From an optimization exercise on the open Yosys and OpenROAD flow, aimed at small area; shortcuts taken in it are not production practice.
In this exercise RTL edits were held to simulation tests only and were not proved equivalent to the original.
Power figures rest on the tool's default switching activity, not on a simulated workload.

--- flow/run.sh ---
#!/bin/bash
# synth_recipe.tcl (not shown) runs the flow's synth.tcl, then flattens the netlist and writes it again
# the make line also repeats each setting of config.mk as NAME=value (left out here)
make -C /OpenROAD-flow-scripts/flow DESIGN_CONFIG=/design/flow/config.mk WORK_HOME=/design/flow/orfs CLKGATE_MAP_FILE= SYNTH_SCRIPT=/design/flow/synth_recipe.tcl finish
--- flow/config.mk ---
export PLATFORM = sky130hd
export DESIGN_NAME = HostInterface
export DESIGN_NICKNAME = HostInterface
export VERILOG_FILES = /design/flow/design.v
export SDC_FILE = /design/flow/constraint.sdc
export NUM_CORES = 4
export LEC_CHECK = 0
export CAP_MARGIN = 20
export CORE_MARGIN = 2
export CORE_UTILIZATION = 40
export SLEW_MARGIN = 20
--- flow/constraint.sdc ---
create_clock -name core_clock -period 10.0 [get_ports {ifclk}]
set_input_delay 2.0000 -clock core_clock [delete_from_list [all_inputs] [get_ports {ifclk}]]
set_output_delay 2.0000 -clock core_clock [all_outputs]
set_load 0.01 [all_outputs]
--- flow/design.v ---
module HostInterface
  (
   input wire ifclk,
   input wire resetb,
   input wire fx2_hics_b,
   input [2:0] fx2_flags,
   output reg fx2_sloe_b,
   output reg fx2_slrd_b,
   output reg fx2_slwr_b,
   output reg fx2_slcs_b,
   output reg fx2_pktend_b,
   output reg [1:0] fx2_fifo_addr,
   input [15:0] fx2_fd_in,
   output [15:0] fx2_fd_out,
   output fx2_fd_oe,
   output     [15:0] di_term_addr,
   output reg [31:0] di_reg_addr,
   output reg [31:0] di_len,
   output reg        di_read_mode,
   output reg        di_read_req,
   output reg        di_read,
   input wire        di_read_rdy,
   input      [15:0] di_reg_datao,
   output reg        di_write,
   input wire        di_write_rdy,
   output reg        di_write_mode,
   output reg [15:0] di_reg_datai,
   input [15:0]      di_transfer_status
   );
   wire [31:0] transfer_len;
   reg [2:0] flags;
   wire  empty_b     = flags[0];
   wire  full_b      = flags[1];
   reg  cmd_start;
   reg [15:0] fd_in, fd_out;
   reg [15:0] cmd_buf[0:7];
   assign fx2_fd_out = fd_out;
   assign fx2_fd_oe = fx2_sloe_b;
   always @(posedge ifclk or negedge resetb) begin
      if(!resetb) begin
         flags <= 0;
         fd_in <= 0;
         cmd_start <= 1;
	 fx2_slcs_b <= 0;
      end else begin
         flags <= fx2_flags;
         fd_in <= fx2_fd_in;
         cmd_start <= fx2_hics_b;
      end
   end
   parameter [1:0] WRITE_EP = 0;
   parameter [1:0] READ_EP  = 2;
   parameter 
     IDLE          = 0,
     RCV_CMD       = 1,
     PROCESS_CMD   = 2,
     SEND_ACK      = 3;
   reg [1:0] state;
   reg [31:0] tcount;
   wire [31:0] next_tcount = tcount + 1;
   parameter [15:0] READ_CMD = 16'hC301;
   parameter [15:0] WRITE_CMD= 16'hC302;
   wire [15:0] cmd     = cmd_buf[0];
   assign di_term_addr     = cmd_buf[1];
   reg [15:0] checksum, status;
   reg [1:0]  wait_count;
   wire       read_ok_from_fx2_fifo = !fx2_slrd_b && empty_b;
   always @(posedge ifclk or negedge resetb) begin
      if(!resetb) begin
         state            <= IDLE;
         di_read_mode     <= 0;
         di_write_mode    <= 0;
         di_write         <= 0;
         di_read          <= 0;
         di_read_req      <= 0;
         tcount           <= 0;
         di_reg_datai     <= 0;
	 di_len           <= 0;
	 di_reg_addr      <= 0;
         fx2_sloe_b       <= 0;  
         fx2_slrd_b       <= 1;  
         fx2_slwr_b       <= 1;  
         fx2_pktend_b     <= 1;  
         fx2_fifo_addr    <= 2'b11;
         fd_out           <= 0;
         checksum         <= 0;
         status           <= 0;
	 cmd_buf[0] <= 0;
	 cmd_buf[1] <= 0;
	 cmd_buf[2] <= 0;
	 cmd_buf[3] <= 0;
	 cmd_buf[4] <= 0;
	 cmd_buf[5] <= 0;
	 wait_count <= 0;
      end else begin
         di_read_mode     <= ((state == PROCESS_CMD) || (state == SEND_ACK)) && (cmd == READ_CMD);
         di_write_mode    <= ((state == PROCESS_CMD) || (state == SEND_ACK)) && (cmd == WRITE_CMD);
         status           <= di_transfer_status;
         if(cmd_start) begin
            state         <= RCV_CMD;
            tcount        <= 0;
            fx2_sloe_b    <= 0; 
            fx2_slrd_b    <= !(empty_b && fx2_slrd_b);  
            fx2_slwr_b    <= 1;  
            fx2_pktend_b  <= 1;  
            fx2_fifo_addr <= WRITE_EP;
            tcount        <= 0;
            checksum      <= 0;
            di_read_mode  <= 0;
            di_write_mode <= 0;
            di_write      <= 0;
            di_read       <= 0;
            di_read_req   <= 0;
            di_reg_datai  <= 0;
	    di_len        <= 0;
	    di_reg_addr   <= 0;
            fd_out        <= 0;
            status        <= 0;
	    cmd_buf[0]    <= 0;
	    cmd_buf[1]    <= 0;
	    cmd_buf[2]    <= 0;
	    cmd_buf[3]    <= 0;
	    cmd_buf[4]    <= 0;
	    cmd_buf[5]    <= 0;
         end else begin
            case(state)
              IDLE: begin
                 fx2_sloe_b    <= 0;  
                 fx2_slrd_b    <= 1;  
		 wait_count    <= 0;
                 fx2_slwr_b    <= 1;  
                 fx2_pktend_b  <= 1;  
                 fx2_fifo_addr <= WRITE_EP;
                 tcount        <= 0;
                 checksum      <= 0;
              end
              RCV_CMD: begin
		 wait_count <= 0;
                 if(fx2_slrd_b) begin
                    if(empty_b) begin
                       fx2_slrd_b <= 0;          
                    end
                 end else begin
                    fx2_slrd_b <= 1;  
                 end
                 if(read_ok_from_fx2_fifo) begin
		    if(tcount[2:0] < 6)  
                      cmd_buf[tcount[2:0]] <= fd_in;  
                    tcount <= next_tcount;       
                 end else begin
                    if(tcount[3:0] >= 8) begin
                       state  <= PROCESS_CMD;
                       tcount <= 0;
                       di_reg_addr  <= { cmd_buf[3], cmd_buf[2] };
                       di_len       <= { cmd_buf[5], cmd_buf[4] } >> 1;
                    end
                 end
              end
              SEND_ACK: begin  
                 fx2_fifo_addr <= READ_EP;
                 if(fx2_sloe_b==0) begin
                    fx2_sloe_b      <= 1;  
                 end else if(fx2_slwr_b) begin
                    if (full_b) begin
                        fx2_slwr_b      <= 0;  
                        tcount          <= tcount + 1;
                        case(tcount)
                          0: fd_out          <= 16'hA50F;
                          1: fd_out          <= checksum;
                          2: fd_out          <= status;
                          default:fd_out     <= di_reg_datao;
                        endcase
                    end
                 end else begin
                    fx2_slwr_b      <= 1;
                    if(tcount >= 4) begin
                       state           <= IDLE;
                       fx2_pktend_b <= 0;  
                    end
                 end
              end
              PROCESS_CMD: begin
                 case(cmd)
                    READ_CMD: begin
                       fx2_sloe_b     <= 1;      
                       fx2_fifo_addr  <= READ_EP;
                       fx2_slwr_b     <= !di_read;                       
                       if(di_read) begin
                          fd_out      <= di_reg_datao;
                          checksum    <= checksum + di_reg_datao; 
                       end
                       if(!di_read_mode) begin  
                          di_read_req <= 1;
                       end else if(tcount >= di_len) begin  
                          di_read              <= 0;
                          di_read_req          <= 0;
                          if (!fx2_slwr_b && full_b) begin  
                             if (|tcount[7:0]) begin  
				fx2_pktend_b <= 0;  
			     end else begin
				tcount <= 0;
				state  <= SEND_ACK;  
			     end
                          end else if(!fx2_pktend_b) begin
			     fx2_pktend_b <= 1;
                             tcount <= 0;
			     state  <= SEND_ACK;
			  end
                       end else begin
                          if(full_b && di_read_rdy && !di_read) begin
                             di_read           <= 1;
                             tcount            <= next_tcount;
                             di_reg_addr       <= di_reg_addr + 1;
                             di_read_req       <= (next_tcount < di_len);
                          end else begin
                             di_read_req       <= 0;
                             di_read           <= 0;
                          end
                       end
                    end
                   WRITE_CMD: begin
                      if(!di_write_mode) begin
                         fx2_fifo_addr          <= WRITE_EP;
                         fx2_sloe_b          <= 0;  
                      end else if(tcount >= di_len) begin  
                         fx2_slrd_b         <= 1;
                         di_write           <= 0;
                         if(di_write_rdy) begin 
                            tcount <= 0;
                            state <= SEND_ACK;
                         end
                      end else begin
                         fx2_fifo_addr <= WRITE_EP;
			 if(wait_count >= 2) begin
                            if(empty_b && di_write_rdy) begin
                               fx2_slrd_b <= 0;        
			       wait_count <= 0;
                            end
                         end else begin
                            fx2_slrd_b <= 1;  
			    wait_count <= wait_count + 1;
                         end
			 if(read_ok_from_fx2_fifo) begin 
                            di_write     <= 1;
                            di_reg_datai <= fd_in;    
                            checksum     <= checksum + fd_in;  
                            tcount       <= next_tcount;  
			    if(tcount != 0) begin
			       di_reg_addr <= di_reg_addr + 1;
			    end
			 end else begin
			    di_write     <= 0;
			 end
                      end
                   end
                   default: begin
                      state <= IDLE;
                   end
                 endcase
              end
            endcase
         end
      end
   end
endmodule
==> results.cfg <==
[clock_tree]
cts.htree.levels = 2
cts_buffers = 35
cts_buffer_depth = 3
cts_tree = yes
cts_hold_buf = 0
postCtsSetupBuffers = 0
root_buffer = clkbuf_16
cts.repair.resized = 0
clk_pin_slew_ns = 0.06
cts_sinks = 288
insertion_delay_ns = 0.53

[floorplan]
rows = 72
core_area_sq_mm = 0.0386
die_w_microns = 201
dieHeight_microns = 201
ios = 181
start_util_pct = 40.3
die-area_sq_mm = 0.0405

[grt]
antenna_found_initial = 3
grt_max_degree = 172
grt_pass1_wl_microns = 74700
grt-ovfl-total = 0
grt_pass1_vias = 12875
track_usage_pct = 23.4

[drt]
wl_met3_microns = 2840
first_pass_iters = 5
wl_met1_microns = 21500
wl_per_cell_microns = 19.7
top_layer = met5
vias = 13381
drt_iter0_drc = 1045
drt_wl_total_microns = 47700
postRouteAntennaNets = 0
drc = 0
via_per_inst = 5.54
wl_met2_microns = 22500

[sta]
fin_ws_ns = 5.28
tightestPinTransition_ns = 1.14
fin_skew_ns = 0.0218
setup_viol = 0
finalHoldViolations = 0
fin_crit_sh_pct = 47.2
slew_headroom_pct = 23.7
finalSetupTns_ns = 0
slew_violations = 0
hold_slack_ns = 0.473
max_freq_ghz = 0.212
min_period_ns = 4.72
rsz0062_at_grt = no

[logic_synthesis]
synth_area_sq_mm = 0.0156
postSynthAreaPerCell_sq_um = 8.95
yosys_warnings = 2
async_flop_share_pct = 100
seq_area_frac_synth_pct = 46.4
ys.flop_type = dfrtp_1
synth_edf_count = 0
ys_ff_latch = 288
synth.distinct_cells = 76
syn_inst = 1738

[final_layout]
multi_input_area_sq_mm = 0.00779
fin_nets = 2017
area_growth_pct = 22.0
layout_common_cells = nand2_1, dfrtp_1, o21ai_0
final_common_cell = nand2_1
insertedDiodeCount = 0
nFillCells = 3695
layout-drive-gt1-share_pct = 5.69
regArea_sq_mm = 0.00722

[place]
dp_hpwl_microns = 32900
gp_congestion = 0.904
dpl_worst_slack_ns = 4.95
portBuffers = 177

[pwr]
power_density_mw_per_mm2 = 183
peakVddDrop_mv = 0.121
leakage_nw = 8.39
power_mw = 3.47

[hold_path]
min_path_type = reg -> reg

[setup_path]
cp-end-kind = flop
worstPathRequired_ns = 10.46
worstPathArrival_ns = 5.19
critPathMaxFanout = 15
slowest_stage = nor2_1
critPathMaxStageDelay_ns = 0.61
crit_type = reg -> reg
crit_chain = nor4bb_1 -> nand4_1 -> nor2_1 -> buf_4 -> nand2_1 -> nand2_1 -> ha_1 -> inv_1 -> fa_1 -> nor2b_1 -> o21ai_0 -> a21boi_0 -> o211ai_1 -> a21oi_1 -> nor2_1 -> o311ai_0 -> a22o_1
startpoint_type = flop

[run_status]
outcome = no timing/DRC/antenna violations

[run]
drv_cap = 0
where the power goes:
group	switching (mW)	leakage (nW)	internal (mW)
Sequential	0.110	3.80	1.28
Combinational	0.477	4.02	0.324
Clock	0.519	0.573	0.760
Total	1.11	8.39	2.37
synthesized netlist by cell type (30+ instances only):
| cell type | number | share of area [%] |
|---|---|---|
| nand3_1 | 47 | 1.5 |
| nand2b_1 | 61 | 2.5 |
| nor2_1 | 81 | 2.0 |
| nor2b_1 | 30 | 1.2 |
| o21ai_0 | 257 | 8.3 |
| nand2_1 | 306 | 7.4 |
| nand4_1 | 31 | 1.2 |
| dfrtp_1 | 282 | 45 |
| inv_1 | 53 | 1.3 |
| clkbuf_1 | 84 | 2.0 |
| ha_1 | 87 | 7.0 |
| a21oi_1 | 59 | 1.9 |
area by class of cell:
class,count,area share [%]
Clock buffer,50,5.28
Clock inverter,13,0.851
Inverter,53,1.05
Multi-Input combinational cell,1297,41.1
Sequential cell,288,38.1
Tap cell,518,3.42
Timing Repair Buffer,198,10.3
flip-flops by register name (all words and copies together), names as in the netlist, 2 cells and up:
register,cells
checksum,16
cmd_buf,95
di_len,31
di_reg_addr,32
di_reg_datai,16
fd_in,16
fd_out,16
flags,2
fx2_fifo_addr,2
state,2
status,16
tcount,32
wait_count,2
kinds of logic after synthesis:
logic type,count (synthesis),share of synthesized area (%)
compound gates,494,19.5
xor+xnor,40,2.25
fa+ha+maj,88,7.13
buf+inv,154,3.99
flops,288,46.4
mux,6,0.402
other cells,1,0.0241
simple gates,667,20.4
critical path, delay by kind of cell, from the launching register on:
kind	cells	cell delay (ns)
AO/OA/AOI/OAI	6	1.44
flip-flops	1	0.38
adder cells (fa/ha/maj)	2	0.54
AND/OR/NAND/NOR	7	1.89
buffers and inverters	2	0.40
final timing paths:
path | startpoint | end | slack (ns) | cells after the start
setup / recovery | cmd_buf[0][6] | checksum[14] | 5.28 | 17
hold / removal | cmd_buf[2][15] | cmd_buf[2][15] | 0.47 | 2
setup reg to reg | cmd_buf[0][6] | checksum[14] | 5.28 | 17
hold reg to reg | cmd_buf[2][15] | cmd_buf[2][15] | 0.47 | 2
max in group asynchronous | resetb | di_reg_addr[7] | 6.92 | 2
min in group asynchronous | resetb | di_len[7] | 1.52 | 1
layer usage:
metal  GRT usage [%]  up-vias
li1                -     6408
met3            3.64       59
met2            38.4      407
met5               0        -
met1            32.7     6505
met4            5.23        2
stage by stage:
step                utilization [%]  cells  area, sq um
floorplan                         -   1739        15600
global placement               46.1   2354        17800
detailed placement             46.1   2354        17800
CTS                            49.2   2417        19000
global route                   49.2   2417        19000
finish                         49.2   2417        19000

-- static timing again, ports no longer ideal --
In the flow no input, the clock included, has a driving cell. The finished layout below was timed again as built, in two steps. Step 1 (the two cells are an assumption about what drives the block):
set clk [get_ports {ifclk}]
set_driving_cell -lib_cell sky130_fd_sc_hd__clkbuf_16 $clk
set_driving_cell -lib_cell sky130_fd_sc_hd__buf_2 [delete_from_list [all_inputs] $clk]
Step 2 times the ports against the registers' clock, not the clock port: input delays grow and output delays shrink by t, the midpoint of the rising clock arrivals with the driver on. Three values: ideal ports, drivers, drivers and shift; two values: the first two.
t, ns: 0.574
setup WS [ns]: 5.277 / 5.277 / 4.918
worst hold slack (ns): 0.473 / 0.473 / 0.473
worst setup path after step 2: input to register
After both steps setup and hold are still met in this run. The setup slack of this run moves by 0.000 ns with the drivers and by -0.359 ns with both steps.
